What follows belongs to an exercise in optimizing a design on an open flow for small area, a short achievable clock period and few clock cycles; a production flow would make more cautious choices.
RTL that was checked went through simulation tests only; none was proved equivalent to the original.
Power figures rest on the tool's default switching activity, not on a simulated workload.

tundra:
// CPU
module CPU(clk,reset,imem_addr,imem_rdata,dmem_addr,dmem_we,dmem_wdata,dmem_rdata);
Size: ~8100 cells after synthesis, roughly 0.089 mm2 of cells after synthesis.
export LEC_CHECK = 0
export CAP_MARGIN = 30
export CORE_MARGIN = 2
export CORE_UTILIZATION = 55
export PLACE_DENSITY = 0.7
export SETUP_SLACK_MARGIN = 0.4
export SLEW_MARGIN = 30
export SYNTH_HIERARCHICAL = 1
create_clock -name core_clock -period 20.0 [get_ports {clk}]
standard.sh (not shown) runs the stock make flow with config.mk's settings and CLKGATE_MAP_FILE= SYNTH_SCRIPT=/design/flow/synth_recipe.tcl, a recipe that flattens the netlist after the stock synthesis.
==> flow/flow/run.sh <==
#!/bin/bash
# Standard synthesis and layout (the standard.sh), with:
#  - repair_timing aimed at a short clock period: the setup margin asks every path for this
#    much slack at the design's period, so the resizer works on the paths that set the
#    period the layout achieves;
#  - sizing free to change a cell's footprint; port buffers start as buf_4;
#  - clock tree synthesis without dummy loads, with larger sink clusters;
#  - the repair after global routing on pessimistic wire parasitics (flow/grt_rc.tcl).
#  - the flops that drive output ports go next to their port buffers after global
#    placement (flow/out_flops.tcl).
# make's full output goes to make_finish.log here; each step's log is under orfs/logs/.
set -euo pipefail
bash standard.sh \
  PRE_GLOBAL_ROUTE_TCL="$PWD/flow/grt_rc.tcl" \
  POST_GLOBAL_PLACE_TCL="$PWD/flow/out_flops.tcl" \
  SETUP_SLACK_MARGIN=14.75 \
  MATCH_CELL_FOOTPRINT=0 \
  BUFFER_PORTS_ARGS="-buffer_cell sky130_fd_sc_hd__buf_4" \
  CTS_ARGS="-sink_clustering_enable -repair_clock_nets -dont_use_dummy_load -sink_clustering_size 25 -sink_clustering_max_diameter 70" \
  finish > make_finish.log 2>&1
==> flow/flow/out_flops.tcl <==
# Sourced after global placement (POST_GLOBAL_PLACE_TCL). Each output port is driven by a
# port buffer placed near its pin; the flop that drives that buffer is moved next to it, so
# the path from the flop to the pin is short. Detailed placement then legalizes.
set block [ord::get_db_block]
set moved 0
foreach bterm [$block getBTerms] {
  if {[$bterm getIoType] ne "OUTPUT"} { continue }
  set net [$bterm getNet]
  if {$net eq "NULL"} { continue }
  set buf ""
  foreach iterm [$net getITerms] {
    if {[$iterm isOutputSignal]} { set buf [$iterm getInst] }
  }
  if {$buf eq ""} { continue }
  set flop ""
  foreach iterm [$buf getITerms] {
    if {![$iterm isInputSignal]} { continue }
    set in_net [$iterm getNet]
    if {$in_net eq "NULL"} { continue }
    foreach it2 [$in_net getITerms] {
      if {[$it2 isOutputSignal]} {
        set m [[$it2 getInst] getMaster]
        if {[string match "sky130_fd_sc_hd__df*" [$m getName]]} { set flop [$it2 getInst] }
      }
    }
  }
  if {$flop eq ""} { continue }
  set loc [$buf getLocation]
  $flop setLocation [lindex $loc 0] [lindex $loc 1]
  incr moved
}
puts "out_flops.tcl: moved $moved flops next to their output buffers"
Other scripts of this flow, unchanged in this note and not shown: flow/flow/grt_rc.tcl
tundra reached the end of the flow, and the finished layout is clean on the timing, DRC and antenna checks.
Testbench counts of tundra, summed over its fixed seeds: cycles 109,277.
What amber does differently from tundra at the input level:
-- flow/flow/run.sh --
<<< tundra, line 9
#  - the flops that drive output ports go next to their port buffers after global
#    placement (flow/out_flops.tcl).
>>> amber, line 9
#  - global placement weighs the nets of critical paths more (GLOBAL_PLACEMENT_ARGS).
<<< tundra, line 15
  POST_GLOBAL_PLACE_TCL="$PWD/flow/out_flops.tcl" \
  SETUP_SLACK_MARGIN=14.75 \
>>> amber, line 14
  SETUP_SLACK_MARGIN=14.8 \
<<< tundra, line 18
>>> amber, line 16
  GLOBAL_PLACEMENT_ARGS="-timing_driven_net_weight_max 5 -timing_driven_nets_percentage 20" \
removed: flow/flow/out_flops.tcl
==> comparison <==
Changes observed in amber relative to tundra: combinational logic power fell about 1%, number of multi-input logic gates about even.
When amber is set beside tundra, its multi-input gate share of total cell area turns out to be 0.30 points larger.
From tundra to amber the numbers moved as follows: combinational fraction of design power saw a decrease, wire length reported by the detailed router lost 2.1%, final non-filler cell total now sits at about the same level, setup slack fell by 59 ps.
Of amber and tundra, the lower met3 routed wirelength belongs to amber.
Relative to tundra, utilization increased by 0.38 points in amber.
Where via count is concerned, tundra is outperformed by amber.
## Diff of input files: quartz against amber
-- flow/flow/run.sh --
<<< amber, line 9
#  - global placement weighs the nets of critical paths more (GLOBAL_PLACEMENT_ARGS).
>>> quartz, line 9
#  - the flops that drive output ports go next to their port buffers after global
#    placement (flow/out_flops.tcl).
<<< amber, line 14
>>> quartz, line 15
  POST_GLOBAL_PLACE_TCL="$PWD/flow/out_flops.tcl" \
<<< amber, line 16
  GLOBAL_PLACEMENT_ARGS="-timing_driven_net_weight_max 5 -timing_driven_nets_percentage 20" \
>>> quartz, line 18
==> flow/flow/out_flops.tcl (new file) <==
# Sourced after global placement (POST_GLOBAL_PLACE_TCL). Each output port is driven by a
# port buffer placed near its pin; the flop that drives that buffer is moved next to it, so
# the path from the flop to the pin is short. Detailed placement then legalizes.
set block [ord::get_db_block]
set moved 0
foreach bterm [$block getBTerms] {
  if {[$bterm getIoType] ne "OUTPUT"} { continue }
  set net [$bterm getNet]
  if {$net eq "NULL"} { continue }
  set buf ""
  foreach iterm [$net getITerms] {
    if {[$iterm isOutputSignal]} { set buf [$iterm getInst] }
  }
  if {$buf eq ""} { continue }
  set flop ""
  foreach iterm [$buf getITerms] {
    if {![$iterm isInputSignal]} { continue }
    set in_net [$iterm getNet]
    if {$in_net eq "NULL"} { continue }
    foreach it2 [$in_net getITerms] {
      if {[$it2 isOutputSignal]} {
        set m [[$it2 getInst] getMaster]
        if {[string match "sky130_fd_sc_hd__df*" [$m getName]]} { set flop [$it2 getInst] }
      }
    }
  }
  if {$flop eq ""} { continue }
  set loc [$buf getLocation]
  $flop setLocation [lindex $loc 0] [lindex $loc 1]
  incr moved
}
puts "out_flops.tcl: moved $moved flops next to their output buffers"
==> results.txt <==
Re met2 usage: quartz is 0.19 points down on amber.
Compared with amber, in quartz number of fillers in the final layout essentially unchanged; global routing usage on met1 +1.2 points; first-iteration DRC count decreased about 2.7%; non-clock buffer total of the final layout increased about 3%; count of multi-input combinational gates level.
The final period demand of the worst path of quartz falls short of that of amber by 67 ps.

* * *

== garnet ==
CPU, a different RTL version from the one above (not shown whole).
Size in the first run: roughly 8100 cells after synthesis, about 1500 flip-flops, ~160 I/O pins.
Design CPU, start of the top module:
module CPU(clk,reset,imem_addr,imem_rdata,dmem_addr,dmem_we,dmem_wdata,dmem_rdata);
	input clk,reset;
	output [31:0] imem_addr;
	input  [31:0] imem_rdata;
	output [31:0] dmem_addr;
	output dmem_we;
	output [31:0] dmem_wdata;
	input  [31:0] dmem_rdata;
	reg [31:2] fpc;         
	reg        f2v;         
	reg [31:0] sk;          
	reg        skv;
	reg [31:0] ir;          
	reg        irv;
	reg [31:2] ipc4;        
	reg        jdone;       
	reg [7:0]  rs_lo, rt_lo;  
	reg [3:0]  rs_hi, rt_hi;  
	reg [31:0] opa, opb;    
	reg [4:0]  e_dst;       
	reg        e_ld, e_mul;
	reg        e_sub;       
	reg [7:0]  e_sel;
	reg        e_left, e_sra;
	reg [31:0] m_res;       
	reg [31:0] m_s, m_c, m_d;  
	reg [4:0]  m_dst;
	reg        m_ld, m_mul;
	reg [31:0] daddr, dwdata;
	reg        dwe;
	reg [31:0] rf [1:31];
	reg [31:1] rfv;         
	assign imem_addr  = {fpc, 2'b00};
	assign dmem_addr  = daddr;
	assign dmem_we    = dwe;
	assign dmem_wdata = dwdata;
	wire [5:0] op = ir[31:26];
	wire [4:0] rs = ir[25:21];
	wire [4:0] rt = ir[20:16];
	wire [4:0] rd = ir[15:11];
	wire [5:0] fn = ir[5:0];
	wire [15:0] imm = ir[15:0];
	wire c_mem   = op[5];                                   
	wire c_sw    = op[5] & op[3];
	wire c_lw    = op[5] & ~op[3];
	wire c_mul   = ~op[5] & op[4];                           
	wire c_imm   = ~op[5] & ~op[4] & op[3];                  
	wire c_br    = ~op[5] & ~op[4] & ~op[3] & op[2];         
	wire c_j     = ~op[5] & ~op[4] & ~op[3] & ~op[2] & op[1];  
  ...
clock: 20.0 ns
lec_check: 0
cap_margin: 30
core_margin: 2
core_utilization: 55
place_density: 0.7
setup_slack_margin: 0.4
slew_margin: 30
synth_hierarchical: 1
==> flow/flow/run.sh <==
#!/bin/bash
# Standard synthesis and layout (the standard.sh), with:
#  - repair_timing aimed at a short clock period: the setup margin asks every path for this
#    much slack at the design's period, so the resizer works on the paths that set the
#    period the layout achieves;
#  - sizing free to change a cell's footprint; port buffers start as buf_4;
#  - clock tree synthesis without dummy loads, with larger sink clusters;
#  - the repair after global routing on pessimistic wire parasitics (flow/grt_rc.tcl).
#  - the flops that drive output ports go next to their port buffers after global
#    placement (flow/out_flops.tcl).
#  - no repair_timing right after clock tree synthesis: the repair after global routing,
#    on routed wire estimates, does it once.
# make's full output goes to make_finish.log here; each step's log is under orfs/logs/.
set -euo pipefail
bash standard.sh \
  PRE_GLOBAL_ROUTE_TCL="$PWD/flow/grt_rc.tcl" \
  POST_GLOBAL_PLACE_TCL="$PWD/flow/out_flops.tcl" \
  SETUP_SLACK_MARGIN=14.8 \
  MATCH_CELL_FOOTPRINT=0 \
  SKIP_CTS_REPAIR_TIMING=1 \
  BUFFER_PORTS_ARGS="-buffer_cell sky130_fd_sc_hd__buf_4" \
  CTS_ARGS="-sink_clustering_enable -repair_clock_nets -dont_use_dummy_load -sink_clustering_size 25 -sink_clustering_max_diameter 70" \
  finish > make_finish.log 2>&1
Other scripts of this flow, unchanged in this note and not shown: flow/flow/grt_rc.tcl, flow/flow/out_flops.tcl
Testbench counts of garnet, summed over its fixed seeds: cycles 109,277.
--- input diff garnet..maple ---
--- a/flow/flow/run.sh
+++ b/flow/flow/run.sh
@@ -9,6 +9,4 @@
 #  - the flops that drive output ports go next to their port buffers after global
 #    placement (flow/out_flops.tcl).
-#  - no repair_timing right after clock tree synthesis: the repair after global routing,
-#    on routed wire estimates, does it once.
 # make's full output goes to make_finish.log here; each step's log is under orfs/logs/.
 set -euo pipefail
@@ -18,5 +16,4 @@
   SETUP_SLACK_MARGIN=14.8 \
   MATCH_CELL_FOOTPRINT=0 \
-  SKIP_CTS_REPAIR_TIMING=1 \
   BUFFER_PORTS_ARGS="-buffer_cell sky130_fd_sc_hd__buf_4" \
   CTS_ARGS="-sink_clustering_enable -repair_clock_nets -dont_use_dummy_load -sink_clustering_size 25 -sink_clustering_max_diameter 70" \
==> comparison <==
- Higher net switching power of the design among garnet and maple: maple
- Delta (maple minus garnet): first-pass GRT wire length higher, final cell count barely changed, time the worst path needs with I/O delays and setup now sits lower, power share of the combinational group now larger.
- maple and garnet ended up with roughly the same routed wire length per instance.
- Overall power consumption of garnet is on par with maple.
Edits applied to the flow inputs when going from maple to harbor:
--- a/flow/flow/run.sh
+++ b/flow/flow/run.sh
@@ -17,4 +17,4 @@
   MATCH_CELL_FOOTPRINT=0 \
   BUFFER_PORTS_ARGS="-buffer_cell sky130_fd_sc_hd__buf_4" \
-  CTS_ARGS="-sink_clustering_enable -repair_clock_nets -dont_use_dummy_load -sink_clustering_size 25 -sink_clustering_max_diameter 70" \
+  CTS_ARGS="-sink_clustering_enable -repair_clock_nets -dont_use_dummy_load -sink_clustering_size 20 -sink_clustering_max_diameter 70" \
   finish > make_finish.log 2>&1
### Flow results
harbor completed end to end with timing, DRC and antenna clean. harbor against maple: detailed-route wire length rose 1600 um, switching power increased by 0.042 mW relative to the old numbers, maximum frequency fell by 0.60%, count of clock-buffer cells in the layout rose 4. The switching share of power on harbor is in line with that on maple. Any difference in synthesized cell count between maple and harbor is small enough to ignore. Comparing harbor with maple, the finished layout cell area came out essentially unchanged.

* * *

Another version of the RTL of CPU (not shown whole).
Size in the first run: ~7900 cells after synthesis, ~1400 flip-flops, about 89000 µm² of cells after synthesis.
Settings: LEC_CHECK=0, CAP_MARGIN=30, CORE_MARGIN=2, CORE_UTILIZATION=55, PLACE_DENSITY=0.7, SETUP_SLACK_MARGIN=0.4, SLEW_MARGIN=30, SYNTH_HIERARCHICAL=1; clock period 20.0 ns.
==> flow/flow/run.sh <==
#!/bin/bash
# Standard synthesis and layout (the standard.sh), with:
#  - repair_timing aimed at a short clock period: the setup margin asks every path for this
#    much slack at the design's period, so the resizer works on the paths that set the
#    period the layout achieves;
#  - sizing free to change a cell's footprint; port buffers start as buf_4;
#  - clock tree synthesis without dummy loads, with larger sink clusters;
#  - the repair after global routing on pessimistic wire parasitics (flow/grt_rc.tcl).
# make's full output goes to make_finish.log here; each step's log is under orfs/logs/.
set -euo pipefail
bash standard.sh \
  PRE_GLOBAL_ROUTE_TCL="$PWD/flow/grt_rc.tcl" \
  SETUP_SLACK_MARGIN=14.8 \
  MATCH_CELL_FOOTPRINT=0 \
  BUFFER_PORTS_ARGS="-buffer_cell sky130_fd_sc_hd__buf_4" \
  CTS_ARGS="-sink_clustering_enable -repair_clock_nets -dont_use_dummy_load -sink_clustering_size 25 -sink_clustering_max_diameter 70" \
  finish > make_finish.log 2>&1
==> flow/flow/grt_rc.tcl <==
# Sourced before global routing (PRE_GLOBAL_ROUTE_TCL): the repair after global routing sees
# wires 25% more resistive and capacitive than the platform's estimate, since the routed and
# extracted wires come out slower than that estimate.
set s 1.25
foreach {layer c r} {
  li1  1.499e-04   7.176e-02
  met1 1.72375E-04 8.929e-04
  met2 1.36233E-04 8.929e-04
  met3 2.14962E-04 1.567e-04
  met4 1.48128E-04 1.567e-04
  met5 1.54087E-04 1.781e-05
} {
  set_layer_rc -layer $layer -capacitance [expr {$c * $s}] -resistance [expr {$r * $s}]
}
set_wire_rc -signal -layer met1
set_wire_rc -clock -layer met3
The starting point completed without violations.
Testbench counts at the start, summed over its fixed seeds: cycles 109,373.
Edit:
--- a/flow/flow/run.sh
+++ b/flow/flow/run.sh
@@ -6,4 +6,3 @@
 #  - sizing free to change a cell's footprint; port buffers start as buf_4;
-#  - clock tree synthesis without dummy loads, with larger sink clusters;
-#  - the repair after global routing on pessimistic wire parasitics (flow/grt_rc.tcl).
+#  - clock tree synthesis without dummy loads, with larger sink clusters.
 # make's full output goes to make_finish.log here; each step's log is under orfs/logs/.
@@ -11,3 +10,2 @@
 bash standard.sh \
-  PRE_GLOBAL_ROUTE_TCL="$PWD/flow/grt_rc.tcl" \
   SETUP_SLACK_MARGIN=14.8 \
removed: flow/flow/grt_rc.tcl
After rerunning: Hold slack hardly moves. Clock-buffer cell count is unchanged. Cell area goes down slightly. Via count goes down slightly. Cell count hardly moves. Fmax goes down slightly.

* * *

Setup of yarrow:
Another version of the RTL of CPU (not shown whole).
Size in the first run: ~8000 cells after synthesis, roughly 1500 flip-flops, about 160 I/O pins, ~89000 µm² of cells after synthesis.
// CPU
module CPU(clk,reset,imem_addr,imem_rdata,dmem_addr,dmem_we,dmem_wdata,dmem_rdata);
	input clk,reset;
	output [31:0] imem_addr;
	input  [31:0] imem_rdata;
	output [31:0] dmem_addr;
	output dmem_we;
	output [31:0] dmem_wdata;
	input  [31:0] dmem_rdata;
	reg [31:2] fpc;         
	reg        f2v;         
	reg [31:0] sk;          
	reg        skv;
	reg [31:0] ir;          
	reg        irv;
	reg [31:2] ipc4;        
	reg        jdone;       
	reg [7:0]  rs_lo, rt_lo;  
	reg [3:0]  rs_hi, rt_hi;  
	reg [31:0] opa, opb;    
	reg [4:0]  e_dst;       
	reg        e_ld, e_mul;
	reg        e_sub;       
	reg [7:0]  e_sel;
	reg        e_left, e_sra;
	reg [31:0] m_res;       
	reg [31:0] m_s, m_c, m_d;  
	reg [4:0]  m_dst;
	reg        m_ld, m_mul;
	reg [31:0] daddr, dwdata;
	reg        dwe;
	reg [31:0] rf [1:31];
	reg [31:1] rfv;         
	assign imem_addr  = {fpc, 2'b00};
	assign dmem_addr  = daddr;
	assign dmem_we    = dwe;
	assign dmem_wdata = dwdata;
	wire [5:0] op = ir[31:26];
	wire [4:0] rs = ir[25:21];
	wire [4:0] rt = ir[20:16];
	wire [4:0] rd = ir[15:11];
	wire [5:0] fn = ir[5:0];
	wire [15:0] imm = ir[15:0];
	wire c_mem   = op[5];                                   
	wire c_sw    = op[5] & op[3];
	wire c_lw    = op[5] & ~op[3];
	wire c_mul   = ~op[5] & op[4];                           
	wire c_imm   = ~op[5] & ~op[4] & op[3];                  
	wire c_br    = ~op[5] & ~op[4] & ~op[3] & op[2];         
	wire c_j     = ~op[5] & ~op[4] & ~op[3] & ~op[2] & op[1];  
	wire c_r     = op == 6'd0;
	wire c_jr    = c_r & ~fn[5] & fn[3];                     
	wire c_shift = c_r & ~fn[5] & ~fn[3];
	wire c_alur  = c_r & fn[5];                              
	wire c_lui   = c_imm & op[2] & op[1];                    
	wire c_link  = (c_j & op[0]) | (c_jr & fn[0]);            
	wire [4:0] dst = (c_r | c_mul) ? ((c_jr & ~fn[0]) ? 5'd0 : rd) :
	                 (c_imm | c_lw) ? rt :
	                 (c_j & op[0]) ? 5'd31 : 5'd0;
	wire use_rs  = ~c_j & ~c_lui;
	wire use_rt  = c_r | c_mul | c_br | c_sw;
	wire c_bj    = c_br | c_jr;      
	wire [3:0] afn = c_alur ? fn[3:0] : {1'b0, op[2:0]};
	wire a_arith = c_alur | c_imm;                   
	wire d_sub  = c_alur & (fn[3:1] == 3'b001 | fn[3:1] == 3'b101) |
	              c_imm & (op[2:1] == 2'b01);         
	wire d_slt  = a_arith & (c_alur ? fn[3:0] == 4'ha : op[2:0] == 3'h2);
  ...
Settings: LEC_CHECK=0, CAP_MARGIN=30, CORE_MARGIN=2, CORE_UTILIZATION=55, PLACE_DENSITY=0.7, SETUP_SLACK_MARGIN=0.4, SLEW_MARGIN=30, SYNTH_HIERARCHICAL=1; clock period 20.0 ns.
==> flow/flow/run.sh <==
#!/bin/bash
# Standard synthesis and layout (the standard.sh), with:
#  - repair_timing aimed at a short clock period: the setup margin asks every path for this
#    much slack at the design's period, so the resizer works on the paths that set the
#    period the layout achieves;
#  - sizing free to change a cell's footprint; port buffers start as buf_4;
#  - clock tree synthesis without dummy loads, with larger sink clusters;
#  - the repair after global routing on pessimistic wire parasitics (flow/grt_rc.tcl).
# make's full output goes to make_finish.log here; each step's log is under orfs/logs/.
set -euo pipefail
bash standard.sh \
  PRE_GLOBAL_ROUTE_TCL="$PWD/flow/grt_rc.tcl" \
  SETUP_SLACK_MARGIN=14.8 \
  MATCH_CELL_FOOTPRINT=0 \
  BUFFER_PORTS_ARGS="-buffer_cell sky130_fd_sc_hd__buf_4" \
  CTS_ARGS="-sink_clustering_enable -repair_clock_nets -dont_use_dummy_load -sink_clustering_size 25 -sink_clustering_max_diameter 70" \
  finish > make_finish.log 2>&1
==> flow/flow/grt_rc.tcl <==
# Sourced before global routing (PRE_GLOBAL_ROUTE_TCL): the repair after global routing sees
# wires 25% more resistive and capacitive than the platform's estimate, since the routed and
# extracted wires come out slower than that estimate.
set s 1.25
foreach {layer c r} {
  li1  1.499e-04   7.176e-02
  met1 1.72375E-04 8.929e-04
  met2 1.36233E-04 8.929e-04
  met3 2.14962E-04 1.567e-04
  met4 1.48128E-04 1.567e-04
  met5 1.54087E-04 1.781e-05
} {
  set_layer_rc -layer $layer -capacitance [expr {$c * $s}] -resistance [expr {$r * $s}]
}
set_wire_rc -signal -layer met1
set_wire_rc -clock -layer met3
yarrow ended with every stage complete and zero timing, DRC or antenna violations.
Relative to yarrow, the following input files were edited for fjord:
--- a/flow/flow/run.sh
+++ b/flow/flow/run.sh
@@ -8 +8,2 @@
-#  - the repair after global routing on pessimistic wire parasitics (flow/grt_rc.tcl).
+#  - every step's timing on pessimistic wire parasitics (flow/grt_rc.tcl, in place of the
+#    platform's setRC.tcl), since the routed and extracted wires come out slower.
@@ -12 +13 @@
-  PRE_GLOBAL_ROUTE_TCL="$PWD/flow/grt_rc.tcl" \
+  LAYER_PARASITICS_FILE="$PWD/flow/grt_rc.tcl" \
--- a/flow/flow/grt_rc.tcl
+++ b/flow/flow/grt_rc.tcl
@@ -1,3 +1,8 @@
-# Sourced before global routing (PRE_GLOBAL_ROUTE_TCL): the repair after global routing sees
-# wires 25% more resistive and capacitive than the platform's estimate, since the routed and
-# extracted wires come out slower than that estimate.
+# Sourced in place of the platform's setRC.tcl (LAYER_PARASITICS_FILE): every step's timing
+# sees wires 25% more resistive and capacitive than the platform's estimate, since the routed
+# and extracted wires come out slower than that estimate.
+set_layer_rc -via mcon -resistance 9.249146E-3
+set_layer_rc -via via -resistance 4.5E-3
+set_layer_rc -via via2 -resistance 3.368786E-3
+set_layer_rc -via via3 -resistance 0.376635E-3
+set_layer_rc -via via4 -resistance 0.00580E-3
Compared with yarrow, the router placed fewer vias in fjord.
Diff yarrow -> fjord: sum of routed wire length over all layers fell by about 3.3%; minimum clock period fell by 0.017 ns; relative area change from synthesis to final layout rose by 1.1 points.
fjord closes out successfully: all stages finished, all timing, DRC and antenna checks passed.
In the reports for yarrow and fjord, the smaller clock-buffer cell count belongs to yarrow.
No functional check of the RTL was part of any run of this note.

separate check: timing with driven ports:
How much do the figures lean on ideal ports? The routed layouts below were timed once more, with nothing changed but the port constraints.
Step 1, drivers: a clkbuf_16 drives clk and a buf_2 each remaining input, both assumed.
Step 2 times the ports against the registers' clock, not the clock port: input delays grow and output delays shrink by t, the midpoint of the rising clock arrivals with the driver on.
Three values: ideal, step 1, step 2; two values: the first two.
run	shift t [ns]	setup slack, ns	clock arrival spread, ns
tundra	0.863	14.701 / 14.600 / 14.088	0.151 / 0.151
amber	0.849	14.642 / 14.553 / 14.106	0.103 / 0.103
quartz	0.851	14.709 / 14.619 / 14.078	0.150 / 0.150
garnet	0.842	14.714 / 14.628 / 14.095	0.160 / 0.161
maple	0.828	14.762 / 14.672 / 14.064	0.157 / 0.156
harbor	0.836	14.730 / 14.642 / 14.106	0.171 / 0.171
the first run of note 3	0.860	14.692 / 14.659 / 14.178	0.145 / 0.145
the second run of note 3	0.860	14.668 / 14.657 / 14.173	0.144 / 0.144
yarrow	0.883	14.615 / 14.518 / 14.159	0.144 / 0.143
fjord	0.854	14.632 / 14.539 / 14.237	0.105 / 0.104
After both steps setup and hold are still met in every run listed. For maple, which loses most, drivers alone change the setup slack by -0.090 ns; drivers and shift together by -0.698 ns.
